This design comes from an exercise in tuning for small area and a short achievable clock period on the open sky130 flow, not from production work.
Only simulation tests tie the RTL to the original design; equivalence was not proved.
Power figures rest on the tool's default switching activity, not on a simulated workload.

File: flow/config.mk
export PLATFORM = sky130hd
export DESIGN_NAME = gg_deblock_filter_top
export DESIGN_NICKNAME = gg_deblock_filter_top
export VERILOG_FILES = /design/flow/design.v
export SDC_FILE = /design/flow/constraint.sdc
export NUM_CORES = 4
export LEC_CHECK = 0
export ABC_AREA = 1
export CAP_MARGIN = 20
export CORE_MARGIN = 2
export CORE_UTILIZATION = 30
export PLACE_DENSITY = 0.35
export SLEW_MARGIN = 20
File: flow/constraint.sdc
create_clock -name core_clock -period 27.0 [get_ports {clk}]
set_input_delay 5.4000 -clock core_clock [delete_from_list [all_inputs] [get_ports {clk}]]
set_output_delay 5.4000 -clock core_clock [all_outputs]
set_load 0.01 [all_outputs]
File: flow/design.v
`timescale 1ns / 1ps
module gg_deblock_stage1
(
    input  logic [0:3][0:15][7:0] blki,
    input  logic [0:2][41:0]      thr,
    input  logic [0:2][0:1]       is4,
    input  logic [0:2][0:1]       is13,
    output logic [0:3][4:0]       vflg
);
    genvar ii;
    generate
        for (ii = 0; ii < 4; ii++) begin : g_v
            gg_deblock_dec _dec (
                .thr ( thr[0] ), .is4 ( is4[0][ii/2] ), .is13 ( is13[0][ii/2] ),
                .pi ( { blki[2][3+4*ii], blki[2][2+4*ii], blki[2][1+4*ii], blki[2][0+4*ii] } ),
                .qi ( { blki[3][0+4*ii], blki[3][1+4*ii], blki[3][2+4*ii], blki[3][3+4*ii] } ),
                .flags ( vflg[ii] )
            );
        end
    endgenerate
endmodule
module gg_deblock_stage2
(
    input  logic [0:3][0:15][7:0] blki,
    output logic [0:3][0:15][7:0] blkm,    
    input  logic [0:2][41:0]      thr,
    input  logic [0:2][0:1][14:0] tcs,
    input  logic [0:2][0:1]       is4,
    input  logic [0:2][0:1]       is13,
    input  logic                  ch_flag,
    input  logic [0:3][4:0]       vflg,
    output logic [0:7][4:0]       hflg,
    output logic [0:7][17:0]      hclp
);
    logic [0:15][7:0] cur_blk;
    logic [0:15][7:0] lef_blk;
    assign blkm[0] = blki[0];
    assign blkm[1] = blki[1];
    assign blkm[2] = lef_blk;
    assign blkm[3] = cur_blk;
    genvar ii;
    generate
        for (ii = 0; ii < 4; ii++) begin : g_v
            gg_deblock_dp #(.MODE(0)) _dp (
                .ch_flag ( ch_flag ), .tcs ( tcs[0][ii/2] ), .flags ( vflg[ii] ), .clp ( 18'd0 ),
                .pi ( { blki[2][3+4*ii], blki[2][2+4*ii], blki[2][1+4*ii], blki[2][0+4*ii] } ),
                .qi ( { blki[3][0+4*ii], blki[3][1+4*ii], blki[3][2+4*ii], blki[3][3+4*ii] } ),
                .po ( { lef_blk[3+4*ii], lef_blk[2+4*ii], lef_blk[1+4*ii], lef_blk[0+4*ii] } ),
                .qo ( { cur_blk[0+4*ii], cur_blk[1+4*ii], cur_blk[2+4*ii], cur_blk[3+4*ii] } )
            );
        end
        for (ii = 0; ii < 4; ii++) begin : g_h
            gg_deblock_dec _dec1 (
                .thr ( thr[1] ), .is4 ( is4[1][ii/2] ), .is13 ( is13[1][ii/2] ),
                .pi ( { blki[0][3*4+ii], blki[0][2*4+ii], blki[0][1*4+ii], blki[0][0*4+ii] } ),
                .qi ( { lef_blk[0*4+ii], lef_blk[1*4+ii], lef_blk[2*4+ii], lef_blk[3*4+ii] } ),
                .flags ( hflg[ii] )
            );
            gg_deblock_clip _clp1 (
                .ch_flag ( ch_flag ), .tcs ( tcs[1][ii/2] ), .flags ( hflg[ii] ),
                .pi ( { blki[0][3*4+ii], blki[0][2*4+ii], blki[0][1*4+ii], blki[0][0*4+ii] } ),
                .qi ( { lef_blk[0*4+ii], lef_blk[1*4+ii], lef_blk[2*4+ii], lef_blk[3*4+ii] } ),
                .clp ( hclp[ii] )
            );
            gg_deblock_dec _dec2 (
                .thr ( thr[2] ), .is4 ( is4[2][ii/2] ), .is13 ( is13[2][ii/2] ),
                .pi ( { blki[1][3*4+ii], blki[1][2*4+ii], blki[1][1*4+ii], blki[1][0*4+ii] } ),
                .qi ( { cur_blk[0*4+ii], cur_blk[1*4+ii], cur_blk[2*4+ii], cur_blk[3*4+ii] } ),
                .flags ( hflg[4+ii] )
            );
            gg_deblock_clip _clp2 (
                .ch_flag ( ch_flag ), .tcs ( tcs[2][ii/2] ), .flags ( hflg[4+ii] ),
                .pi ( { blki[1][3*4+ii], blki[1][2*4+ii], blki[1][1*4+ii], blki[1][0*4+ii] } ),
                .qi ( { cur_blk[0*4+ii], cur_blk[1*4+ii], cur_blk[2*4+ii], cur_blk[3*4+ii] } ),
                .clp ( hclp[4+ii] )
            );
        end
    endgenerate
endmodule
module gg_deblock_stage3
(
    input  logic [0:3][0:15][7:0] blkm,
    output logic [0:3][0:15][7:0] blko,
    input  logic [1:2][0:1][14:0] tcs,
    input  logic                  ch_flag,
    input  logic [0:7][4:0]       hflg,
    input  logic [0:7][17:0]      hclp
);
    genvar ii;
    generate
        for (ii = 0; ii < 4; ii++) begin : g_h
            gg_deblock_dp #(.MODE(2)) _dp1 (
                .ch_flag ( ch_flag ), .tcs ( tcs[1][ii/2] ), .flags ( hflg[ii] ), .clp ( hclp[ii] ),
                .pi ( { blkm[0][3*4+ii], blkm[0][2*4+ii], blkm[0][1*4+ii], blkm[0][0*4+ii] } ),
                .qi ( { blkm[2][0*4+ii], blkm[2][1*4+ii], blkm[2][2*4+ii], blkm[2][3*4+ii] } ),
                .po ( { blko[0][3*4+ii], blko[0][2*4+ii], blko[0][1*4+ii], blko[0][0*4+ii] } ),
                .qo ( { blko[2][0*4+ii], blko[2][1*4+ii], blko[2][2*4+ii], blko[2][3*4+ii] } )
            );
            gg_deblock_dp #(.MODE(2)) _dp2 (
                .ch_flag ( ch_flag ), .tcs ( tcs[2][ii/2] ), .flags ( hflg[4+ii] ), .clp ( hclp[4+ii] ),
                .pi ( { blkm[1][3*4+ii], blkm[1][2*4+ii], blkm[1][1*4+ii], blkm[1][0*4+ii] } ),
                .qi ( { blkm[3][0*4+ii], blkm[3][1*4+ii], blkm[3][2*4+ii], blkm[3][3*4+ii] } ),
                .po ( { blko[1][3*4+ii], blko[1][2*4+ii], blko[1][1*4+ii], blko[1][0*4+ii] } ),
                .qo ( { blko[3][0*4+ii], blko[3][1*4+ii], blko[3][2*4+ii], blko[3][3*4+ii] } )
            );
        end
    endgenerate
endmodule
module gg_deblock_index
(
    input  logic [0:3][5:0] qpz,
    input  logic [4:0] FilterOffsetA,
    input  logic [4:0] FilterOffsetB,
    input  logic ch_flag,
    output logic [0:2][6:0] tA,      
    output logic [0:2][6:0] tB
);
    function automatic logic [5:0] qpc(input logic [5:0] i);
        case (i)
            6'd0: qpc = 6'd0;
            6'd1: qpc = 6'd1;
            6'd2: qpc = 6'd2;
            6'd3: qpc = 6'd3;
            6'd4: qpc = 6'd4;
            6'd5: qpc = 6'd5;
            6'd6: qpc = 6'd6;
            6'd7: qpc = 6'd7;
            6'd8: qpc = 6'd8;
            6'd9: qpc = 6'd9;
            6'd10: qpc = 6'd10;
            6'd11: qpc = 6'd11;
            6'd12: qpc = 6'd12;
            6'd13: qpc = 6'd13;
            6'd14: qpc = 6'd14;
            6'd15: qpc = 6'd15;
            6'd16: qpc = 6'd16;
            6'd17: qpc = 6'd17;
            6'd18: qpc = 6'd18;
            6'd19: qpc = 6'd19;
            6'd20: qpc = 6'd20;
            6'd21: qpc = 6'd21;
            6'd22: qpc = 6'd22;
            6'd23: qpc = 6'd23;
            6'd24: qpc = 6'd24;
            6'd25: qpc = 6'd25;
            6'd26: qpc = 6'd26;
            6'd27: qpc = 6'd27;
            6'd28: qpc = 6'd28;
            6'd29: qpc = 6'd29;
            6'd30: qpc = 6'd29;
            6'd31: qpc = 6'd30;
            6'd32: qpc = 6'd31;
            6'd33: qpc = 6'd32;
            6'd34: qpc = 6'd32;
            6'd35: qpc = 6'd33;
            6'd36: qpc = 6'd34;
            6'd37: qpc = 6'd34;
            6'd38: qpc = 6'd35;
            6'd39: qpc = 6'd35;
            6'd40: qpc = 6'd36;
            6'd41: qpc = 6'd36;
            6'd42: qpc = 6'd37;
            6'd43: qpc = 6'd37;
            6'd44: qpc = 6'd37;
            6'd45: qpc = 6'd38;
            6'd46: qpc = 6'd38;
            6'd47: qpc = 6'd38;
            6'd48: qpc = 6'd39;
            6'd49: qpc = 6'd39;
            6'd50: qpc = 6'd39;
            6'd51: qpc = 6'd39;
            default: qpc = 6'd39;
        endcase
    endfunction
    function automatic logic [6:0] qsum(input logic [5:0] qa, input logic [5:0] qb, input logic [4:0] ofs);
        logic [7:0] a, b, c, s, cy, t;
        a = {2'b00, qa};
        b = {2'b00, qb};
        c = {ofs[4], ofs[4], ofs[4:0], 1'b1};         
        s  = a ^ b ^ c;
        cy = {(a[6:0] & b[6:0]) | (a[6:0] & c[6:0]) | (b[6:0] & c[6:0]), 1'b0};
        t = s + cy;
        qsum = t[7:1];
    endfunction
    logic [5:0] qa [0:3];
    always_comb begin
        for (int b = 0; b < 4; b++) qa[b] = ch_flag ? qpc(qpz[b]) : qpz[b];
        tA[0] = qsum(qa[2], qa[3], FilterOffsetA);  tB[0] = qsum(qa[2], qa[3], FilterOffsetB);
        tA[1] = qsum(qa[0], qa[2], FilterOffsetA);  tB[1] = qsum(qa[0], qa[2], FilterOffsetB);
        tA[2] = qsum(qa[1], qa[3], FilterOffsetA);  tB[2] = qsum(qa[1], qa[3], FilterOffsetB);
    end
endmodule
module gg_deblock_params
(
    input  logic [0:2][6:0] tA,
    input  logic [0:2][6:0] tB,
    input  logic [0:2][0:1][2:0] bs,
    output logic [0:2][41:0]      thr,
    output logic [0:2][0:1][14:0] tcs,
    output logic [0:2][0:1]       is4,
    output logic [0:2][0:1]       is13
);
    function automatic logic [7:0] alpha_f(input logic [5:0] i);
        case (i)
            6'd0: alpha_f = 8'd0;
            6'd1: alpha_f = 8'd0;
            6'd2: alpha_f = 8'd0;
            6'd3: alpha_f = 8'd0;
            6'd4: alpha_f = 8'd0;
            6'd5: alpha_f = 8'd0;
            6'd6: alpha_f = 8'd0;
            6'd7: alpha_f = 8'd0;
            6'd8: alpha_f = 8'd0;
            6'd9: alpha_f = 8'd0;
            6'd10: alpha_f = 8'd0;
            6'd11: alpha_f = 8'd0;
            6'd12: alpha_f = 8'd0;
            6'd13: alpha_f = 8'd0;
            6'd14: alpha_f = 8'd0;
            6'd15: alpha_f = 8'd0;
            6'd16: alpha_f = 8'd4;
            6'd17: alpha_f = 8'd4;
            6'd18: alpha_f = 8'd5;
            6'd19: alpha_f = 8'd6;
            6'd20: alpha_f = 8'd7;
            6'd21: alpha_f = 8'd8;
            6'd22: alpha_f = 8'd9;
            6'd23: alpha_f = 8'd10;
            6'd24: alpha_f = 8'd12;
            6'd25: alpha_f = 8'd13;
            6'd26: alpha_f = 8'd15;
            6'd27: alpha_f = 8'd17;
            6'd28: alpha_f = 8'd20;
            6'd29: alpha_f = 8'd22;
            6'd30: alpha_f = 8'd25;
            6'd31: alpha_f = 8'd28;
            6'd32: alpha_f = 8'd32;
            6'd33: alpha_f = 8'd36;
            6'd34: alpha_f = 8'd40;
            6'd35: alpha_f = 8'd45;
            6'd36: alpha_f = 8'd50;
            6'd37: alpha_f = 8'd56;
            6'd38: alpha_f = 8'd63;
            6'd39: alpha_f = 8'd71;
            6'd40: alpha_f = 8'd80;
            6'd41: alpha_f = 8'd90;
            6'd42: alpha_f = 8'd101;
            6'd43: alpha_f = 8'd113;
            6'd44: alpha_f = 8'd127;
            6'd45: alpha_f = 8'd144;
            6'd46: alpha_f = 8'd162;
            6'd47: alpha_f = 8'd182;
            6'd48: alpha_f = 8'd203;
            6'd49: alpha_f = 8'd226;
            6'd50: alpha_f = 8'd255;
            6'd51: alpha_f = 8'd255;
            default: alpha_f = 8'd255;
        endcase
    endfunction
    function automatic logic [7:0] alpha_m1_f(input logic [5:0] i);
        case (i)
            6'd0: alpha_m1_f = 8'd0;
            6'd1: alpha_m1_f = 8'd0;
            6'd2: alpha_m1_f = 8'd0;
            6'd3: alpha_m1_f = 8'd0;
            6'd4: alpha_m1_f = 8'd0;
            6'd5: alpha_m1_f = 8'd0;
            6'd6: alpha_m1_f = 8'd0;
            6'd7: alpha_m1_f = 8'd0;
            6'd8: alpha_m1_f = 8'd0;
            6'd9: alpha_m1_f = 8'd0;
            6'd10: alpha_m1_f = 8'd0;
            6'd11: alpha_m1_f = 8'd0;
            6'd12: alpha_m1_f = 8'd0;
            6'd13: alpha_m1_f = 8'd0;
            6'd14: alpha_m1_f = 8'd0;
            6'd15: alpha_m1_f = 8'd0;
            6'd16: alpha_m1_f = 8'd3;
            6'd17: alpha_m1_f = 8'd3;
            6'd18: alpha_m1_f = 8'd4;
            6'd19: alpha_m1_f = 8'd5;
            6'd20: alpha_m1_f = 8'd6;
            6'd21: alpha_m1_f = 8'd7;
            6'd22: alpha_m1_f = 8'd8;
            6'd23: alpha_m1_f = 8'd9;
            6'd24: alpha_m1_f = 8'd11;
            6'd25: alpha_m1_f = 8'd12;
            6'd26: alpha_m1_f = 8'd14;
            6'd27: alpha_m1_f = 8'd16;
            6'd28: alpha_m1_f = 8'd19;
            6'd29: alpha_m1_f = 8'd21;
            6'd30: alpha_m1_f = 8'd24;
            6'd31: alpha_m1_f = 8'd27;
            6'd32: alpha_m1_f = 8'd31;
            6'd33: alpha_m1_f = 8'd35;
            6'd34: alpha_m1_f = 8'd39;
            6'd35: alpha_m1_f = 8'd44;
            6'd36: alpha_m1_f = 8'd49;
            6'd37: alpha_m1_f = 8'd55;
            6'd38: alpha_m1_f = 8'd62;
            6'd39: alpha_m1_f = 8'd70;
            6'd40: alpha_m1_f = 8'd79;
            6'd41: alpha_m1_f = 8'd89;
            6'd42: alpha_m1_f = 8'd100;
            6'd43: alpha_m1_f = 8'd112;
            6'd44: alpha_m1_f = 8'd126;
            6'd45: alpha_m1_f = 8'd143;
            6'd46: alpha_m1_f = 8'd161;
            6'd47: alpha_m1_f = 8'd181;
            6'd48: alpha_m1_f = 8'd202;
            6'd49: alpha_m1_f = 8'd225;
            6'd50: alpha_m1_f = 8'd254;
            6'd51: alpha_m1_f = 8'd254;
            default: alpha_m1_f = 8'd254;
        endcase
    endfunction
    function automatic logic [6:0] alpha4_f(input logic [5:0] i);
        case (i)
            6'd0: alpha4_f = 7'd2;
            6'd1: alpha4_f = 7'd2;
            6'd2: alpha4_f = 7'd2;
            6'd3: alpha4_f = 7'd2;
            6'd4: alpha4_f = 7'd2;
            6'd5: alpha4_f = 7'd2;
            6'd6: alpha4_f = 7'd2;
            6'd7: alpha4_f = 7'd2;
            6'd8: alpha4_f = 7'd2;
            6'd9: alpha4_f = 7'd2;
            6'd10: alpha4_f = 7'd2;
            6'd11: alpha4_f = 7'd2;
            6'd12: alpha4_f = 7'd2;
            6'd13: alpha4_f = 7'd2;
            6'd14: alpha4_f = 7'd2;
            6'd15: alpha4_f = 7'd2;
            6'd16: alpha4_f = 7'd3;
            6'd17: alpha4_f = 7'd3;
            6'd18: alpha4_f = 7'd3;
            6'd19: alpha4_f = 7'd3;
            6'd20: alpha4_f = 7'd3;
            6'd21: alpha4_f = 7'd4;
            6'd22: alpha4_f = 7'd4;
            6'd23: alpha4_f = 7'd4;
            6'd24: alpha4_f = 7'd5;
            6'd25: alpha4_f = 7'd5;
            6'd26: alpha4_f = 7'd5;
            6'd27: alpha4_f = 7'd6;
            6'd28: alpha4_f = 7'd7;
            6'd29: alpha4_f = 7'd7;
            6'd30: alpha4_f = 7'd8;
            6'd31: alpha4_f = 7'd9;
            6'd32: alpha4_f = 7'd10;
            6'd33: alpha4_f = 7'd11;
            6'd34: alpha4_f = 7'd12;
            6'd35: alpha4_f = 7'd13;
            6'd36: alpha4_f = 7'd14;
            6'd37: alpha4_f = 7'd16;
            6'd38: alpha4_f = 7'd17;
            6'd39: alpha4_f = 7'd19;
            6'd40: alpha4_f = 7'd22;
            6'd41: alpha4_f = 7'd24;
            6'd42: alpha4_f = 7'd27;
            6'd43: alpha4_f = 7'd30;
            6'd44: alpha4_f = 7'd33;
            6'd45: alpha4_f = 7'd38;
            6'd46: alpha4_f = 7'd42;
            6'd47: alpha4_f = 7'd47;
            6'd48: alpha4_f = 7'd52;
            6'd49: alpha4_f = 7'd58;
            6'd50: alpha4_f = 7'd65;
            6'd51: alpha4_f = 7'd65;
            default: alpha4_f = 7'd65;
        endcase
    endfunction
    function automatic logic [6:0] alpha4_m1_f(input logic [5:0] i);
        case (i)
            6'd0: alpha4_m1_f = 7'd1;
            6'd1: alpha4_m1_f = 7'd1;
            6'd2: alpha4_m1_f = 7'd1;
            6'd3: alpha4_m1_f = 7'd1;
            6'd4: alpha4_m1_f = 7'd1;
            6'd5: alpha4_m1_f = 7'd1;
            6'd6: alpha4_m1_f = 7'd1;
            6'd7: alpha4_m1_f = 7'd1;
            6'd8: alpha4_m1_f = 7'd1;
            6'd9: alpha4_m1_f = 7'd1;
            6'd10: alpha4_m1_f = 7'd1;
            6'd11: alpha4_m1_f = 7'd1;
            6'd12: alpha4_m1_f = 7'd1;
            6'd13: alpha4_m1_f = 7'd1;
            6'd14: alpha4_m1_f = 7'd1;
            6'd15: alpha4_m1_f = 7'd1;
            6'd16: alpha4_m1_f = 7'd2;
            6'd17: alpha4_m1_f = 7'd2;
            6'd18: alpha4_m1_f = 7'd2;
            6'd19: alpha4_m1_f = 7'd2;
            6'd20: alpha4_m1_f = 7'd2;
            6'd21: alpha4_m1_f = 7'd3;
            6'd22: alpha4_m1_f = 7'd3;
            6'd23: alpha4_m1_f = 7'd3;
            6'd24: alpha4_m1_f = 7'd4;
            6'd25: alpha4_m1_f = 7'd4;
            6'd26: alpha4_m1_f = 7'd4;
            6'd27: alpha4_m1_f = 7'd5;
            6'd28: alpha4_m1_f = 7'd6;
            6'd29: alpha4_m1_f = 7'd6;
            6'd30: alpha4_m1_f = 7'd7;
            6'd31: alpha4_m1_f = 7'd8;
            6'd32: alpha4_m1_f = 7'd9;
            6'd33: alpha4_m1_f = 7'd10;
            6'd34: alpha4_m1_f = 7'd11;
            6'd35: alpha4_m1_f = 7'd12;
            6'd36: alpha4_m1_f = 7'd13;
            6'd37: alpha4_m1_f = 7'd15;
            6'd38: alpha4_m1_f = 7'd16;
            6'd39: alpha4_m1_f = 7'd18;
            6'd40: alpha4_m1_f = 7'd21;
            6'd41: alpha4_m1_f = 7'd23;
            6'd42: alpha4_m1_f = 7'd26;
            6'd43: alpha4_m1_f = 7'd29;
            6'd44: alpha4_m1_f = 7'd32;
            6'd45: alpha4_m1_f = 7'd37;
            6'd46: alpha4_m1_f = 7'd41;
            6'd47: alpha4_m1_f = 7'd46;
            6'd48: alpha4_m1_f = 7'd51;
            6'd49: alpha4_m1_f = 7'd57;
            6'd50: alpha4_m1_f = 7'd64;
            6'd51: alpha4_m1_f = 7'd64;
            default: alpha4_m1_f = 7'd64;
        endcase
    endfunction
    function automatic logic [4:0] beta_f(input logic [5:0] i);
        case (i)
            6'd0: beta_f = 5'd0;
            6'd1: beta_f = 5'd0;
            6'd2: beta_f = 5'd0;
            6'd3: beta_f = 5'd0;
            6'd4: beta_f = 5'd0;
            6'd5: beta_f = 5'd0;
            6'd6: beta_f = 5'd0;
            6'd7: beta_f = 5'd0;
            6'd8: beta_f = 5'd0;
            6'd9: beta_f = 5'd0;
            6'd10: beta_f = 5'd0;
            6'd11: beta_f = 5'd0;
            6'd12: beta_f = 5'd0;
            6'd13: beta_f = 5'd0;
            6'd14: beta_f = 5'd0;
            6'd15: beta_f = 5'd0;
            6'd16: beta_f = 5'd2;
            6'd17: beta_f = 5'd2;
            6'd18: beta_f = 5'd2;
            6'd19: beta_f = 5'd3;
            6'd20: beta_f = 5'd3;
            6'd21: beta_f = 5'd3;
            6'd22: beta_f = 5'd3;
            6'd23: beta_f = 5'd4;
            6'd24: beta_f = 5'd4;
            6'd25: beta_f = 5'd4;
            6'd26: beta_f = 5'd6;
            6'd27: beta_f = 5'd6;
            6'd28: beta_f = 5'd7;
            6'd29: beta_f = 5'd7;
            6'd30: beta_f = 5'd8;
            6'd31: beta_f = 5'd8;
            6'd32: beta_f = 5'd9;
            6'd33: beta_f = 5'd9;
            6'd34: beta_f = 5'd10;
            6'd35: beta_f = 5'd10;
            6'd36: beta_f = 5'd11;
            6'd37: beta_f = 5'd11;
            6'd38: beta_f = 5'd12;
            6'd39: beta_f = 5'd12;
            6'd40: beta_f = 5'd13;
            6'd41: beta_f = 5'd13;
            6'd42: beta_f = 5'd14;
            6'd43: beta_f = 5'd14;
            6'd44: beta_f = 5'd15;
            6'd45: beta_f = 5'd15;
            6'd46: beta_f = 5'd16;
            6'd47: beta_f = 5'd16;
            6'd48: beta_f = 5'd17;
            6'd49: beta_f = 5'd17;
            6'd50: beta_f = 5'd18;
            6'd51: beta_f = 5'd18;
            default: beta_f = 5'd18;
        endcase
    endfunction
    function automatic logic [4:0] beta_m1_f(input logic [5:0] i);
        case (i)
            6'd0: beta_m1_f = 5'd0;
            6'd1: beta_m1_f = 5'd0;
            6'd2: beta_m1_f = 5'd0;
            6'd3: beta_m1_f = 5'd0;
            6'd4: beta_m1_f = 5'd0;
            6'd5: beta_m1_f = 5'd0;
            6'd6: beta_m1_f = 5'd0;
            6'd7: beta_m1_f = 5'd0;
            6'd8: beta_m1_f = 5'd0;
            6'd9: beta_m1_f = 5'd0;
            6'd10: beta_m1_f = 5'd0;
            6'd11: beta_m1_f = 5'd0;
            6'd12: beta_m1_f = 5'd0;
            6'd13: beta_m1_f = 5'd0;
            6'd14: beta_m1_f = 5'd0;
            6'd15: beta_m1_f = 5'd0;
            6'd16: beta_m1_f = 5'd1;
            6'd17: beta_m1_f = 5'd1;
            6'd18: beta_m1_f = 5'd1;
            6'd19: beta_m1_f = 5'd2;
            6'd20: beta_m1_f = 5'd2;
            6'd21: beta_m1_f = 5'd2;
            6'd22: beta_m1_f = 5'd2;
            6'd23: beta_m1_f = 5'd3;
            6'd24: beta_m1_f = 5'd3;
            6'd25: beta_m1_f = 5'd3;
            6'd26: beta_m1_f = 5'd5;
            6'd27: beta_m1_f = 5'd5;
            6'd28: beta_m1_f = 5'd6;
            6'd29: beta_m1_f = 5'd6;
            6'd30: beta_m1_f = 5'd7;
            6'd31: beta_m1_f = 5'd7;
            6'd32: beta_m1_f = 5'd8;
            6'd33: beta_m1_f = 5'd8;
            6'd34: beta_m1_f = 5'd9;
            6'd35: beta_m1_f = 5'd9;
            6'd36: beta_m1_f = 5'd10;
            6'd37: beta_m1_f = 5'd10;
            6'd38: beta_m1_f = 5'd11;
            6'd39: beta_m1_f = 5'd11;
            6'd40: beta_m1_f = 5'd12;
            6'd41: beta_m1_f = 5'd12;
            6'd42: beta_m1_f = 5'd13;
            6'd43: beta_m1_f = 5'd13;
            6'd44: beta_m1_f = 5'd14;
            6'd45: beta_m1_f = 5'd14;
            6'd46: beta_m1_f = 5'd15;
            6'd47: beta_m1_f = 5'd15;
            6'd48: beta_m1_f = 5'd16;
            6'd49: beta_m1_f = 5'd16;
            6'd50: beta_m1_f = 5'd17;
            6'd51: beta_m1_f = 5'd17;
            default: beta_m1_f = 5'd17;
        endcase
    endfunction
    function automatic logic [4:0] tc0_r0_f(input logic [5:0] i);
        case (i)
            6'd0: tc0_r0_f = 5'd0;
            6'd1: tc0_r0_f = 5'd0;
            6'd2: tc0_r0_f = 5'd0;
            6'd3: tc0_r0_f = 5'd0;
            6'd4: tc0_r0_f = 5'd0;
            6'd5: tc0_r0_f = 5'd0;
            6'd6: tc0_r0_f = 5'd0;
            6'd7: tc0_r0_f = 5'd0;
            6'd8: tc0_r0_f = 5'd0;
            6'd9: tc0_r0_f = 5'd0;
            6'd10: tc0_r0_f = 5'd0;
            6'd11: tc0_r0_f = 5'd0;
            6'd12: tc0_r0_f = 5'd0;
            6'd13: tc0_r0_f = 5'd0;
            6'd14: tc0_r0_f = 5'd0;
            6'd15: tc0_r0_f = 5'd0;
            6'd16: tc0_r0_f = 5'd0;
            6'd17: tc0_r0_f = 5'd0;
            6'd18: tc0_r0_f = 5'd0;
            6'd19: tc0_r0_f = 5'd0;
            6'd20: tc0_r0_f = 5'd0;
            6'd21: tc0_r0_f = 5'd0;
            6'd22: tc0_r0_f = 5'd0;
            6'd23: tc0_r0_f = 5'd1;
            6'd24: tc0_r0_f = 5'd1;
            6'd25: tc0_r0_f = 5'd1;
            6'd26: tc0_r0_f = 5'd1;
            6'd27: tc0_r0_f = 5'd1;
            6'd28: tc0_r0_f = 5'd1;
            6'd29: tc0_r0_f = 5'd1;
            6'd30: tc0_r0_f = 5'd1;
            6'd31: tc0_r0_f = 5'd1;
            6'd32: tc0_r0_f = 5'd1;
            6'd33: tc0_r0_f = 5'd2;
            6'd34: tc0_r0_f = 5'd2;
            6'd35: tc0_r0_f = 5'd2;
            6'd36: tc0_r0_f = 5'd2;
            6'd37: tc0_r0_f = 5'd3;
            6'd38: tc0_r0_f = 5'd3;
            6'd39: tc0_r0_f = 5'd3;
            6'd40: tc0_r0_f = 5'd4;
            6'd41: tc0_r0_f = 5'd4;
            6'd42: tc0_r0_f = 5'd4;
            6'd43: tc0_r0_f = 5'd5;
            6'd44: tc0_r0_f = 5'd6;
            6'd45: tc0_r0_f = 5'd6;
            6'd46: tc0_r0_f = 5'd7;
            6'd47: tc0_r0_f = 5'd8;
            6'd48: tc0_r0_f = 5'd9;
            6'd49: tc0_r0_f = 5'd10;
            6'd50: tc0_r0_f = 5'd11;
            6'd51: tc0_r0_f = 5'd13;
            default: tc0_r0_f = 5'd13;
        endcase
    endfunction
    function automatic logic [4:0] tc0_r1_f(input logic [5:0] i);
        case (i)
            6'd0: tc0_r1_f = 5'd0;
            6'd1: tc0_r1_f = 5'd0;
            6'd2: tc0_r1_f = 5'd0;
            6'd3: tc0_r1_f = 5'd0;
            6'd4: tc0_r1_f = 5'd0;
            6'd5: tc0_r1_f = 5'd0;
            6'd6: tc0_r1_f = 5'd0;
            6'd7: tc0_r1_f = 5'd0;
            6'd8: tc0_r1_f = 5'd0;
            6'd9: tc0_r1_f = 5'd0;
            6'd10: tc0_r1_f = 5'd0;
            6'd11: tc0_r1_f = 5'd0;
            6'd12: tc0_r1_f = 5'd0;
            6'd13: tc0_r1_f = 5'd0;
            6'd14: tc0_r1_f = 5'd0;
            6'd15: tc0_r1_f = 5'd0;
            6'd16: tc0_r1_f = 5'd0;
            6'd17: tc0_r1_f = 5'd0;
            6'd18: tc0_r1_f = 5'd0;
            6'd19: tc0_r1_f = 5'd0;
            6'd20: tc0_r1_f = 5'd0;
            6'd21: tc0_r1_f = 5'd1;
            6'd22: tc0_r1_f = 5'd1;
            6'd23: tc0_r1_f = 5'd1;
            6'd24: tc0_r1_f = 5'd1;
            6'd25: tc0_r1_f = 5'd1;
            6'd26: tc0_r1_f = 5'd1;
            6'd27: tc0_r1_f = 5'd1;
            6'd28: tc0_r1_f = 5'd1;
            6'd29: tc0_r1_f = 5'd1;
            6'd30: tc0_r1_f = 5'd1;
            6'd31: tc0_r1_f = 5'd2;
            6'd32: tc0_r1_f = 5'd2;
            6'd33: tc0_r1_f = 5'd2;
            6'd34: tc0_r1_f = 5'd2;
            6'd35: tc0_r1_f = 5'd3;
            6'd36: tc0_r1_f = 5'd3;
            6'd37: tc0_r1_f = 5'd3;
            6'd38: tc0_r1_f = 5'd4;
            6'd39: tc0_r1_f = 5'd4;
            6'd40: tc0_r1_f = 5'd5;
            6'd41: tc0_r1_f = 5'd5;
            6'd42: tc0_r1_f = 5'd6;
            6'd43: tc0_r1_f = 5'd7;
            6'd44: tc0_r1_f = 5'd8;
            6'd45: tc0_r1_f = 5'd8;
            6'd46: tc0_r1_f = 5'd10;
            6'd47: tc0_r1_f = 5'd11;
            6'd48: tc0_r1_f = 5'd12;
            6'd49: tc0_r1_f = 5'd13;
            6'd50: tc0_r1_f = 5'd15;
            6'd51: tc0_r1_f = 5'd17;
            default: tc0_r1_f = 5'd17;
        endcase
    endfunction
    function automatic logic [4:0] tc0_r2_f(input logic [5:0] i);
        case (i)
            6'd0: tc0_r2_f = 5'd0;
            6'd1: tc0_r2_f = 5'd0;
            6'd2: tc0_r2_f = 5'd0;
            6'd3: tc0_r2_f = 5'd0;
            6'd4: tc0_r2_f = 5'd0;
            6'd5: tc0_r2_f = 5'd0;
            6'd6: tc0_r2_f = 5'd0;
            6'd7: tc0_r2_f = 5'd0;
            6'd8: tc0_r2_f = 5'd0;
            6'd9: tc0_r2_f = 5'd0;
            6'd10: tc0_r2_f = 5'd0;
            6'd11: tc0_r2_f = 5'd0;
            6'd12: tc0_r2_f = 5'd0;
            6'd13: tc0_r2_f = 5'd0;
            6'd14: tc0_r2_f = 5'd0;
            6'd15: tc0_r2_f = 5'd0;
            6'd16: tc0_r2_f = 5'd0;
            6'd17: tc0_r2_f = 5'd1;
            6'd18: tc0_r2_f = 5'd1;
            6'd19: tc0_r2_f = 5'd1;
            6'd20: tc0_r2_f = 5'd1;
            6'd21: tc0_r2_f = 5'd1;
            6'd22: tc0_r2_f = 5'd1;
            6'd23: tc0_r2_f = 5'd1;
            6'd24: tc0_r2_f = 5'd1;
            6'd25: tc0_r2_f = 5'd1;
            6'd26: tc0_r2_f = 5'd1;
            6'd27: tc0_r2_f = 5'd2;
            6'd28: tc0_r2_f = 5'd2;
            6'd29: tc0_r2_f = 5'd2;
            6'd30: tc0_r2_f = 5'd2;
            6'd31: tc0_r2_f = 5'd3;
            6'd32: tc0_r2_f = 5'd3;
            6'd33: tc0_r2_f = 5'd3;
            6'd34: tc0_r2_f = 5'd4;
            6'd35: tc0_r2_f = 5'd4;
            6'd36: tc0_r2_f = 5'd4;
            6'd37: tc0_r2_f = 5'd5;
            6'd38: tc0_r2_f = 5'd6;
            6'd39: tc0_r2_f = 5'd6;
            6'd40: tc0_r2_f = 5'd7;
            6'd41: tc0_r2_f = 5'd8;
            6'd42: tc0_r2_f = 5'd9;
            6'd43: tc0_r2_f = 5'd10;
            6'd44: tc0_r2_f = 5'd11;
            6'd45: tc0_r2_f = 5'd13;
            6'd46: tc0_r2_f = 5'd14;
            6'd47: tc0_r2_f = 5'd16;
            6'd48: tc0_r2_f = 5'd18;
            6'd49: tc0_r2_f = 5'd20;
            6'd50: tc0_r2_f = 5'd23;
            6'd51: tc0_r2_f = 5'd25;
            default: tc0_r2_f = 5'd25;
        endcase
    endfunction
    function automatic logic [5:0] clip_idx(input logic [6:0] t);
        clip_idx = t[6] ? 6'd0 : (t[5:0] > 6'd51) ? 6'd51 : t[5:0];
    endfunction
    function automatic logic [14:0] tcs_f(input logic [1:0] r, input logic [5:0] i);
        logic [4:0] v;
        v = (r == 2'd1) ? tc0_r1_f(i) : (r == 2'd2) ? tc0_r2_f(i) : tc0_r0_f(i);
        tcs_f = { v, v + 5'd1, v + 5'd2 };
    endfunction
    logic [5:0] idxA, idxB;
    logic [1:0] r0, r1;
    always_comb begin
        for (int e = 0; e < 3; e++) begin
            idxA = clip_idx(tA[e]);
            idxB = clip_idx(tB[e]);
            thr[e] = { alpha_f(idxA), alpha_m1_f(idxA), 1'b0, alpha4_f(idxA), 1'b0, alpha4_m1_f(idxA),
                       beta_f(idxB), beta_m1_f(idxB) };
            r0 = (bs[e][0] == 3'd3) ? 2'd2 : 2'd0;
            r1 = (bs[e][0] == 3'd0 && bs[e][1] == 3'd2) ? 2'd1 : (bs[e][1] == 3'd3) ? 2'd2 : 2'd0;
            tcs[e][0] = tcs_f(r0, idxA);
            tcs[e][1] = tcs_f(r1, idxA);
            for (int h = 0; h < 2; h++) begin
                is4[e][h]  = bs[e][h] == 3'd4;
                is13[e][h] = bs[e][h] != 3'd4 && bs[e][h] != 3'd0;
            end
        end
    end
endmodule
module gg_deblock_dec
(
    input  logic [41:0] thr,
    input  logic is4,
    input  logic is13,
    input  logic [0:3][7:0] pi,
    input  logic [0:3][7:0] qi,
    output logic [4:0] flags
);
    function automatic logic absd_lt5(input logic [7:0] a, input logic [7:0] b,
                                      input logic [4:0] t, input logic [4:0] t_m1);
        logic [5:0] d;
        logic eq, up, dn, pos, neg;
        d  = {1'b0, a[4:0]} - {1'b0, b[4:0]};           
        eq = a[7:5] == b[7:5];
        up = {1'b0, a[7:5]} == {1'b0, b[7:5]} + 4'd1;
        dn = {1'b0, a[7:5]} + 4'd1 == {1'b0, b[7:5]};
        pos = d[5] ? up : eq;                           
        neg = d[5] ? eq : dn;                           
        absd_lt5 = (pos && (d[4:0] < t)) || (neg && (~d[4:0] < t_m1));
    endfunction
    logic [7:0] alpha, alpha_m1;
    logic [6:0] alpha4, alpha4_m1;
    logic [4:0] beta, beta_m1;
    logic [8:0] d0;
    logic [7:0] m8;
    logic [6:0] m7;
    logic f, ap1, aq1, ap2, aq2, pq_a, pq_a4;
    always_comb begin
        alpha     = thr[41:34];
        alpha_m1  = thr[33:26];
        alpha4    = thr[24:18];
        alpha4_m1 = thr[16:10];
        beta      = thr[9:5];
        beta_m1   = thr[4:0];
        d0  = {1'b0, qi[0]} - {1'b0, pi[0]};
        m8  = d0[7:0] ^ {8{d0[8]}};
        m7  = m8[6:0];
        pq_a  = d0[8] ? (m8 < alpha_m1) : (m8 < alpha);
        pq_a4 = (d0[8:7] == {2{d0[8]}}) && (d0[8] ? (m7 < alpha4_m1) : (m7 < alpha4));
        ap1   = absd_lt5(pi[1], pi[0], beta, beta_m1);
        aq1   = absd_lt5(qi[1], qi[0], beta, beta_m1);
        ap2   = absd_lt5(pi[2], pi[0], beta, beta_m1);
        aq2   = absd_lt5(qi[2], qi[0], beta, beta_m1);
        f = pq_a & ap1 & aq1;
        flags = { f & is4, f & is13, ap2, aq2, pq_a4 };
    end
endmodule
module gg_deblock_dp
#(
    parameter int MODE = 0
)
(
    input  logic ch_flag,
    input  logic [14:0] tcs,         
    input  logic [4:0] flags,
    input  logic [17:0] clp,         
    input  logic [0:3][7:0] pi,
    input  logic [0:3][7:0] qi,
    output logic [0:3][7:0] po,
    output logic [0:3][7:0] qo
);
    function automatic logic [11:0] csa_s(input logic [11:0] a, input logic [11:0] b, input logic [11:0] c);
        csa_s = a ^ b ^ c;
    endfunction
    function automatic logic [11:0] csa_c(input logic [11:0] a, input logic [11:0] b, input logic [11:0] c);
        csa_c = ((a & b) | (a & c) | (b & c)) << 1;
    endfunction
    logic [11:0] p0, p1, p2, p3, q0, q1, q2, q3;
    assign p0 = {4'd0, pi[0]};  assign p1 = {4'd0, pi[1]};  assign p2 = {4'd0, pi[2]};  assign p3 = {4'd0, pi[3]};
    assign q0 = {4'd0, qi[0]};  assign q1 = {4'd0, qi[1]};  assign q2 = {4'd0, qi[2]};  assign q3 = {4'd0, qi[3]};
    logic str_en, nrm_en, ap2, aq2, sm, pstr, qstr;
    logic [4:0] tc0, tc;
    logic [11:0] ts, tcy, tqs, tqcy;                  
    logic [11:0] a1, b1, a2, b2, a3, b3;
    logic [11:0] dnum, ynum, yqnum, X, Xq, p1d, q1d;
    logic [11:0] C2, Cq2, p0f, q0f, p2f, q2f, p0cf, q0cf;
    logic [8:0] dsh;
    logic hi, lo, p1neg, q1neg, p1big, q1big;
    logic [5:0] dclip, k1, k1q;
    logic [7:0] p0n, q0n, p1n, q1n;
    always_comb begin
        { str_en, nrm_en, ap2, aq2, sm } = flags;
        pstr = ap2 & sm & !ch_flag;
        qstr = aq2 & sm & !ch_flag;
        tc0 = tcs[14:10];
        tc  = ch_flag ? tcs[9:5] : (ap2 & aq2) ? tcs[4:0] : (ap2 | aq2) ? tcs[9:5] : tcs[14:10];
        a1 = csa_s((q0 << 2) | 12'd3, (~p0 << 2) | 12'd3, p1);  b1 = csa_c((q0 << 2) | 12'd3, (~p0 << 2) | 12'd3, p1);
        a2 = csa_s(a1, b1 | 12'd1, ~q1);  b2 = csa_c(a1, b1 | 12'd1, ~q1);
        dnum = a2 + (b2 | 12'd1) + 12'd1;
        dsh = dnum[11:3];
        hi = !dsh[8] && (dsh[7:0] > {3'd0, tc});
        lo =  dsh[8] && (~dsh[7:0] >= {3'd0, tc});
        if (MODE == 1) begin
            a1 = csa_s((p0 << 2) | 12'd3, (q0 << 2) | 12'd1, p1);  b1 = csa_c((p0 << 2) | 12'd3, (q0 << 2) | 12'd1, p1);
            a2 = csa_s(a1, b1 | 12'd1, ~q1);  b2 = csa_c(a1, b1 | 12'd1, ~q1);
            ynum = a2 + b2;
            a1 = csa_s((p0 << 2) | 12'd3, q0 << 2, q1);  b1 = csa_c((p0 << 2) | 12'd3, q0 << 2, q1);
            a2 = csa_s(a1, b1 | 12'd1, ~p1);  b2 = csa_c(a1, b1 | 12'd1, ~p1);
            yqnum = a2 + b2;
            p0n = hi ? pi[0] + {3'd0, tc} : lo ? pi[0] - {3'd0, tc} : ynum[10:3];
            q0n = hi ? qi[0] - {3'd0, tc} : lo ? qi[0] + {3'd0, tc} : yqnum[10:3];
        end else begin
            ynum = 12'd0;
            yqnum = 12'd0;
            dclip = (MODE == 2) ? clp[17:12] : hi ? {1'b0, tc} : lo ? (6'd0 - {1'b0, tc}) : dsh[5:0];
            p0n = pi[0] + {{2{dclip[5]}}, dclip};
            q0n = qi[0] - {{2{dclip[5]}}, dclip};
        end
        X   = csa_s((p2 << 1) | 12'd1, p0, q0) + csa_c((p2 << 1) | 12'd1, p0, q0);
        Xq  = csa_s((q2 << 1) | 12'd1, p0, q0) + csa_c((q2 << 1) | 12'd1, p0, q0);
        a1 = csa_s((p2 << 1) | 12'd1, p0, q0);  b1 = csa_c((p2 << 1) | 12'd1, p0, q0);
        a2 = csa_s(a1, b1 | 12'd1, (~p1 << 2) | 12'd3);  b2 = csa_c(a1, b1 | 12'd1, (~p1 << 2) | 12'd3);
        p1d = a2 + b2;
        a1 = csa_s((q2 << 1) | 12'd1, p0, q0);  b1 = csa_c((q2 << 1) | 12'd1, p0, q0);
        a2 = csa_s(a1, b1 | 12'd1, (~q1 << 2) | 12'd3);  b2 = csa_c(a1, b1 | 12'd1, (~q1 << 2) | 12'd3);
        q1d = a2 + b2;
        p1neg = p1d[11];
        q1neg = q1d[11];
        p1big = p1d[10:2] > {4'd0, tc0};
        q1big = q1d[10:2] > {4'd0, tc0};
        if (MODE == 1) begin
            p1n = p1neg ? pi[1] - {3'd0, tc0} : p1big ? pi[1] + {3'd0, tc0} : X[9:2];
            q1n = q1neg ? qi[1] - {3'd0, tc0} : q1big ? qi[1] + {3'd0, tc0} : Xq[9:2];
        end else begin
            k1  = (MODE == 2) ? clp[11:6] : p1neg ? (6'd0 - {1'b0, tc0}) : p1big ? {1'b0, tc0} : p1d[7:2];
            k1q = (MODE == 2) ? clp[5:0]  : q1neg ? (6'd0 - {1'b0, tc0}) : q1big ? {1'b0, tc0} : q1d[7:2];
            p1n = pi[1] + {{2{k1[5]}}, k1};
            q1n = qi[1] + {{2{k1q[5]}}, k1q};
        end
        ts   = csa_s(p1, p0, q0);  tcy  = csa_c(p1, p0, q0);
        tqs  = csa_s(q1, p0, q0);  tqcy = csa_c(q1, p0, q0);
        C2  = csa_s(ts, tcy | 12'd1, p2) + (csa_c(ts, tcy | 12'd1, p2) | 12'd1);
        Cq2 = csa_s(tqs, tqcy | 12'd1, q2) + (csa_c(tqs, tqcy | 12'd1, q2) | 12'd1);
        a1 = csa_s(p2, q1, (ts << 1) | 12'd1);  b1 = csa_c(p2, q1, (ts << 1) | 12'd1);
        a2 = csa_s(a1, b1 | 12'd1, (tcy << 1) | 12'd2);  b2 = csa_c(a1, b1 | 12'd1, (tcy << 1) | 12'd2);
        p0f = a2 + b2;
        a1 = csa_s(q2, p1, (tqs << 1) | 12'd1);  b1 = csa_c(q2, p1, (tqs << 1) | 12'd1);
        a2 = csa_s(a1, b1 | 12'd1, (tqcy << 1) | 12'd2);  b2 = csa_c(a1, b1 | 12'd1, (tqcy << 1) | 12'd2);
        q0f = a2 + b2;
        a1 = csa_s((p3 << 1) | 12'd1, (p2 << 1) | 12'd1, p2);  b1 = csa_c((p3 << 1) | 12'd1, (p2 << 1) | 12'd1, p2);
        a2 = csa_s(a1, b1 | 12'd1, ts);  b2 = csa_c(a1, b1 | 12'd1, ts);
        a3 = csa_s(a2, b2 | 12'd1, tcy);  b3 = csa_c(a2, b2 | 12'd1, tcy);
        p2f = a3 + b3;
        a1 = csa_s((q3 << 1) | 12'd1, (q2 << 1) | 12'd1, q2);  b1 = csa_c((q3 << 1) | 12'd1, (q2 << 1) | 12'd1, q2);
        a2 = csa_s(a1, b1 | 12'd1, tqs);  b2 = csa_c(a1, b1 | 12'd1, tqs);
        a3 = csa_s(a2, b2 | 12'd1, tqcy);  b3 = csa_c(a2, b2 | 12'd1, tqcy);
        q2f = a3 + b3;
        p0cf = csa_s((p1 << 1) | 12'd1, p0, q1) + (csa_c((p1 << 1) | 12'd1, p0, q1) | 12'd1);
        q0cf = csa_s((q1 << 1) | 12'd1, q0, p1) + (csa_c((q1 << 1) | 12'd1, q0, p1) | 12'd1);
        po = pi;
        qo = qi;
        if (str_en) begin
            if (pstr) begin
                po[0] = p0f[10:3]; po[1] = C2[9:2]; po[2] = p2f[10:3];
            end else
                po[0] = p0cf[9:2];
            if (qstr) begin
                qo[0] = q0f[10:3]; qo[1] = Cq2[9:2]; qo[2] = q2f[10:3];
            end else
                qo[0] = q0cf[9:2];
        end else if (nrm_en) begin
            po[0] = p0n;
            qo[0] = q0n;
            if (ap2 && !ch_flag) po[1] = p1n;
            if (aq2 && !ch_flag) qo[1] = q1n;
        end
    end
endmodule
module gg_deblock_clip
(
    input  logic ch_flag,
    input  logic [14:0] tcs,         
    input  logic [4:0] flags,
    input  logic [0:3][7:0] pi,
    input  logic [0:3][7:0] qi,
    output logic [17:0] clp
);
    function automatic logic [11:0] csa_s(input logic [11:0] a, input logic [11:0] b, input logic [11:0] c);
        csa_s = a ^ b ^ c;
    endfunction
    function automatic logic [11:0] csa_c(input logic [11:0] a, input logic [11:0] b, input logic [11:0] c);
        csa_c = ((a & b) | (a & c) | (b & c)) << 1;
    endfunction
    logic [11:0] p0, p1, p2, q0, q1, q2;
    assign p0 = {4'd0, pi[0]};  assign p1 = {4'd0, pi[1]};  assign p2 = {4'd0, pi[2]};
    assign q0 = {4'd0, qi[0]};  assign q1 = {4'd0, qi[1]};  assign q2 = {4'd0, qi[2]};
    logic ap2, aq2;
    logic [4:0] tc0, tc;
    logic [11:0] a1, b1, a2, b2, dnum, p1d, q1d;
    logic [8:0] dsh;
    logic hi, lo;
    always_comb begin
        ap2 = flags[2];
        aq2 = flags[1];
        tc0 = tcs[14:10];
        tc  = ch_flag ? tcs[9:5] : (ap2 & aq2) ? tcs[4:0] : (ap2 | aq2) ? tcs[9:5] : tcs[14:10];
        a1 = csa_s((q0 << 2) | 12'd3, (~p0 << 2) | 12'd3, p1);  b1 = csa_c((q0 << 2) | 12'd3, (~p0 << 2) | 12'd3, p1);
        a2 = csa_s(a1, b1 | 12'd1, ~q1);  b2 = csa_c(a1, b1 | 12'd1, ~q1);
        dnum = a2 + (b2 | 12'd1) + 12'd1;
        dsh = dnum[11:3];
        a1 = csa_s((p2 << 1) | 12'd1, p0, q0);  b1 = csa_c((p2 << 1) | 12'd1, p0, q0);
        a2 = csa_s(a1, b1 | 12'd1, (~p1 << 2) | 12'd3);  b2 = csa_c(a1, b1 | 12'd1, (~p1 << 2) | 12'd3);
        p1d = a2 + b2;
        a1 = csa_s((q2 << 1) | 12'd1, p0, q0);  b1 = csa_c((q2 << 1) | 12'd1, p0, q0);
        a2 = csa_s(a1, b1 | 12'd1, (~q1 << 2) | 12'd3);  b2 = csa_c(a1, b1 | 12'd1, (~q1 << 2) | 12'd3);
        q1d = a2 + b2;
        hi = !dsh[8] && (dsh[7:0] > {3'd0, tc});
        lo =  dsh[8] && (~dsh[7:0] >= {3'd0, tc});
        clp[17:12] = hi ? {1'b0, tc} : lo ? (6'd0 - {1'b0, tc}) : dsh[5:0];
        clp[11:6]  = p1d[11] ? (6'd0 - {1'b0, tc0}) : (p1d[10:2] > {4'd0, tc0}) ? {1'b0, tc0} : p1d[7:2];
        clp[5:0]   = q1d[11] ? (6'd0 - {1'b0, tc0}) : (q1d[10:2] > {4'd0, tc0}) ? {1'b0, tc0} : q1d[7:2];
    end
endmodule
`timescale 1ns / 1ps
module gg_deblock_filter_top (
    input  logic         clk,
    input  logic [511:0] blki_d,
    input  logic [17:0]  bs_d,
    input  logic [23:0]  qpz_d,
    input  logic [4:0]   FilterOffsetA_d,
    input  logic [4:0]   FilterOffsetB_d,
    input  logic         ch_flag_d,
    output logic [511:0] blko_q
);
    logic [0:3][0:15][7:0] blki_w;
    logic [0:3][5:0]       qpz_w;
    logic [0:2][0:1][2:0]  bs_w;
    logic [0:2][6:0]       tA_w, tB_w;
    logic [0:2][41:0]      thr_w;
    logic [0:2][0:1][14:0] tcs_w;
    logic [0:2][0:1]       is4_w, is13_w;
    logic [0:3][4:0]       vflg_w;
    assign blki_w = blki_d;
    assign qpz_w  = qpz_d;
    assign bs_w   = bs_d;
    gg_deblock_index _idx (
        .qpz(qpz_w), .FilterOffsetA(FilterOffsetA_d), .FilterOffsetB(FilterOffsetB_d),
        .ch_flag(ch_flag_d), .tA(tA_w), .tB(tB_w)
    );
    gg_deblock_params _par1 (
        .tA(tA_w), .tB(tB_w), .bs(bs_w),
        .thr(thr_w), .tcs(tcs_w), .is4(is4_w), .is13(is13_w)
    );
    gg_deblock_stage1 _st1 (
        .blki ( blki_w ), .thr ( thr_w ), .is4 ( is4_w ), .is13 ( is13_w ), .vflg ( vflg_w )
    );
    logic [0:3][0:15][7:0] blki;
    logic [0:2][6:0]       tA, tB;
    logic [0:2][0:1][2:0]  bs;
    logic                  ch_flag;
    logic [0:3][4:0]       vflg;
    logic [0:1][14:0]      tcs0;
    always_ff @(posedge clk) begin
        blki    <= blki_d;
        tA      <= tA_w;
        tB      <= tB_w;
        bs      <= bs_d;
        ch_flag <= ch_flag_d;
        vflg    <= vflg_w;
        tcs0    <= tcs_w[0];
    end
    logic [0:2][41:0]      thr;
    logic [0:2][0:1][14:0] tcs, tcs_s2;
    logic [0:2][0:1]       is4, is13;
    logic [0:3][0:15][7:0] blkm_w;
    logic [0:7][4:0]       hflg_w;
    logic [0:7][17:0]      hclp_w;
    gg_deblock_params _par2 (
        .tA(tA), .tB(tB), .bs(bs),
        .thr(thr), .tcs(tcs), .is4(is4), .is13(is13)
    );
    assign tcs_s2 = { tcs0, tcs[1], tcs[2] };
    gg_deblock_stage2 _st2 (
        .blki ( blki ), .blkm ( blkm_w ),
        .thr ( thr ), .tcs ( tcs_s2 ), .is4 ( is4 ), .is13 ( is13 ),
        .ch_flag ( ch_flag ), .vflg ( vflg ), .hflg ( hflg_w ), .hclp ( hclp_w )
    );
    logic [0:3][0:15][7:0] blkm;
    logic [0:7][4:0]       hflg;
    logic [0:7][17:0]      hclp;
    logic [1:2][0:1][14:0] tcs_h;
    logic                  ch_flag_h;
    always_ff @(posedge clk) begin
        blkm      <= blkm_w;
        hflg      <= hflg_w;
        hclp      <= hclp_w;
        tcs_h     <= tcs[1:2];
        ch_flag_h <= ch_flag;
    end
    logic [0:3][0:15][7:0] blko;
    gg_deblock_stage3 _st3 (
        .blkm ( blkm ), .blko ( blko ), .tcs ( tcs_h ), .ch_flag ( ch_flag_h ),
        .hflg ( hflg ), .hclp ( hclp )
    );
    assign blko_q = blko;
endmodule
File: flow/run.sh
#!/bin/bash
# synth_recipe.tcl (not shown) runs the flow's synth.tcl, then flattens the netlist and writes it again
# the make line also repeats each setting of config.mk as NAME=value (left out here)
make -C /OpenROAD-flow-scripts/flow DESIGN_CONFIG=/design/flow/config.mk WORK_HOME=/design/flow/orfs CLKGATE_MAP_FILE= SYNTH_SCRIPT=/design/flow/synth_recipe.tcl finish
==> notes.md <==
## worst max path at each step
| stage | startpoint | end | slack [ns] | cells past startpoint |
|---|---|---|---|---|
| 2_1_floorplan | qpz_d[1] | vflg[18]$_DFF_P_ | 16.08 | 31 |
| 5_1_grt | ch_flag_d | vflg[18]$_DFF_P_ | 13.98 | 30 |
| 6_report | ch_flag_d | vflg[18]$_DFF_P_ | 14.59 | 30 |
| 4_1_cts | ch_flag_d | vflg[18]$_DFF_P_ | 14.64 | 30 |
| 3_5_place_dp | ch_flag_d | vflg[18]$_DFF_P_ | 13.55 | 30 |
| 3_3_place_gp | ch_flag_d | vflg[18]$_DFF_P_ | 13.58 | 30 |
## cells in the final DEF, fill, tap and decap left out, types with 27 or more instances in the layout
cell type,synthesis,routed
o22ai_1,154,150
diode_2,0,79
o32ai_1,38,38
o221ai_1,60,60
xnor2_1,359,357
nor2_1,2271,2268
clkdlybuf4s50_1,0,1077
o2111ai_1,42,42
and2_1,29,29
o211ai_1,184,184
nand4_1,177,177
inv_2,40,42
inv_1,5087,5085
nand2_2,46,47
clkbuf_1,232,29
nand3_1,501,501
o21ai_0,1520,1493
nand3b_1,49,49
a32oi_1,76,70
a31oi_1,61,55
clkinv_2,1,27
o21bai_1,133,133
a21oi_1,1578,1575
or2_2,90,90
clkinv_1,32,32
ha_1,3134,3134
xor2_1,731,729
a21o_1,61,61
buf_4,133,377
dfxtp_1,1298,1288
o21a_1,122,122
clkbuf_16,0,197
o21ai_1,64,77
nor3_1,233,230
nand2_1,3360,3359
o31ai_1,63,52
a211oi_1,189,189
fa_1,2036,2036
## power by group
group,switching [mW],leakage (nW),internal [mW],total (mW)
clock network,1.22,3.24,1.63,2.85
logic,8.26,96.0,4.79,13.0
registers,0.429,10.9,2.18,2.61
## area by class of cell
type                    instances  area (sq um)
diodes                         79           198
clock buffers                 250          5370
clock inverters               108          1380
fillers                     67465        415000
inverters                    5162         19400
multi-input cells           17697        145000
flip-flops and latches       1298         26000
well taps                    8407         10500
repair buffers               1457         13700
## sequential cells by signal (all words and copies together), names as in the netlist
register	count
blki	512
blkm	512
hclp	144
hflg	40
tcs0	28
vflg	20
tA	14
tB	14
bs	12
ch_flag	1
ch_flag_h	1
## cells by family after synthesis
logic type	count (synthesis)
AOI/OAI and AO/OA	4555
xor gates and xnor gates	1093
and+or+nand+nor	6860
muxes	19
DFF	1298
adders and majority gates	5170
buffers and inverters	5557
## per-stage QoR
step / hold WS [ns] / std cells / utilization, %
after floorplan: 0.310 / 24552 / -
after global placement: 0.310 / 34018 / 33.7
after detailed placement: 0.312 / 34019 / 33.7
after CTS: 0.320 / 34377 / 34.7
after global routing: 0.327 / 34410 / 34.8
final: 0.317 / 34458 / 34.8
## layer usage
| layer | vias to the layer above | part of all wire (%) | routed length [um] | track usage, % |
|---|---|---|---|---|
| met1 | 80592 | 50 | 452000 | 41.0 |
| met4 | 58 | 1.8 | 15900 | 4.54 |
| met2 | 3757 | 43 | 382000 | 41.5 |
| met5 | - | 0.042 | 374 | 0 |
| met3 | 613 | 5.3 | 48000 | 3.79 |
| li1 | 81542 | - | - | - |
## worst max-delay path, delay by kind of cell
kind,cells,cell delay [ns]
xor+xnor,1,0.24
buf+inv,7,1.59
simple gates,5,0.70
fa+ha+maj,6,2.05
compound gates,11,3.36
==> impl_results.md <==
* Hold EP: blkm[352]$_DFF_P_
* Std-Cell Rows at 293
* Core footprint at ~640000 sq um
* Placed Area at roughly 210000 sq um
* PortBufs at ~1.1k
* Syn avg cell area at 7.81 sq um
* Global route overflow at 0
* # DRC at 0
* Complex-gate fraction of the synthesized area at 13.9%
* CTS tree: yes
* Die area at about 650000 sq um
* Die Y at approximately 800 um
* 1st-iter DRT viols at roughly 11k
* Mapped Cells at between 20k and 25k
* CP Data Arrival Time at approximately 13 ns
* Critical Path Max Stage Delay at slightly below 0.8 ns
* RR Startpoint: blki[171]$_DFF_P_
* Post-route ant nets at 0
* Number of flops mapped to enable cells by yosys at 0
* Critical path class: input port to flop
* Fin crit period at 12.41 ns
* Count of final max-slew check failures at 0
* Setup TNS at 0 ns
* Post-synth top area share at between 20% and 30%
* Status: finished clean
* Final period util at a little under half
* Max transition margin at between 10% and 20%
* Hold WC Path Type: flop to flop
* Hold_sp: blki[352]$_DFF_P_
* Peak VDD IR at 0.0000560 V
* Vias in the first global route at approximately 160k
* Synth Flop Type: dfxtp_1
* Area leader, netlist: fa_1
* Initial antenna violation count at roughly 200
* H-Tree Level Count at 4
* Async set-reset flop share out of synthesis at 0%
* CTS buffer count at just under 200
* First-pass GRT wire length at roughly 1300 mm
* CP Data Required Time at around 28 ns
* Final Hold Violating Endpoints at 0
* Post-synthesis mux area share at less than 1%
* Layout Nets at between 30k and 40k
* CP most frequent cell: inv_1
* Reg2Reg Depth at 63
* Vias at 167k
* Area share of fa/ha/maj cells after synthesis at a little over two fifths
* Die W at about 800 um
* Worst-path clk slew at roughly 0.070 ns
* Total Wirelength at between 800 and 900 mm
* Total clock sinks at 1298
* Post-Synth XOR/XNOR Area at 5.00%
* Total chip power at between 15 and 20 mW
* Commonest cells post-synth: 5087 x inv_1, 3360 x nand2_1, 3134 x ha_1
* Routability cong. at 0.913
* Via density per instance at a little under 5
* Hold Crit Depth at 0
* Area Growth Syn to Fin at 15.4%
* Setup WS post-layout at 14.59 ns
* Initial Utilization at 30.1%
* Clock root buffer: clkbuf_16
* Yosys reg bits at between 1k and 1.5k
* # hold bufs at CTS at 0
* Boundary pin count at between 1k and 1.5k
* Largest net degree at the start of global routing at 54
* Reg2Reg Capture Point: hclp[70]$_DFF_P_
* Final setup fails at 0
* Max Root-Sink Buffers at 4
* Post-placement setup slack at 13.55 ns
* Main combinational cell family by area after synthesis: adder cells
* Fmax achieved at slightly above 0.08 GHz
* Sequential share of the synthesized area at about 14%
* Worst-skew pair later-pin latency at 1.00 ns
* Slowest cell on crit path: clkdlybuf4s50_1
* CP Capture Type: flop
* Clock skew at 0.0434 ns
* Post-CTS setup buffer count at 0
* RSZ-0062 raised after global routing: no
* DP Wirelength at between 700 and 800 mm
* Routed WL per cell at approximately 26 um
* Flop2flop setup slack at ~15 ns
* Pwr/cell area at ~84 nW/um^2
* Most common cell in the netlist: inv_1
* Mapped Nets at 30.3k
* Synth Warn # at 8
* Max-Cap Viols at 0
* Total GRT Usage at between 20% and 30%
* Worst-Margin Slew at around 1.3 ns
* Simple-gate share of the synthesized area at roughly 15%
* Layout cells sized above 1 at between 4 and 5%
* Detailed Routing Iterations Pass 1 at 6
* CP Max Fanout at 13
* Fin area at 221000 sq um
* Netlist cell types at 83
* Static leakage power at between 100 and 150 nW
* Post-CTS sizing at 0
* Startpoint types: input port
* Main area contributors after synthesis: fa_1 21%, ha_1 20%, dfxtp_1 14%, inv_1 10%, nand2_1 6.6%
* Mapped cell area at about 190000 sq um

-- port drivers added, routing unchanged --
In the flow no input, the clock included, has a driving cell. The finished layout below was timed again as built, in two steps.
Step 1 assumes that a clkbuf_16 drives the clock port and a buf_2 every other input.
Step 2 times the ports against the registers' clock, not the clock port: input delays grow and output delays shrink by t, the midpoint of the rising clock arrivals with the driver on.
Three values: ideal, step 1, step 2; two values: the first two.
t, ns: 1.123
setup WS [ns]: 14.592 / 14.706 / 13.583
hold slack, ns: 0.317 / 0.317 / 0.317
slew at the worst register clock pin (ns): 0.07 / 0.07
After both steps setup and hold are still met in this run. For this run, drivers alone change the setup slack by +0.114 ns; drivers and shift together by -1.009 ns.
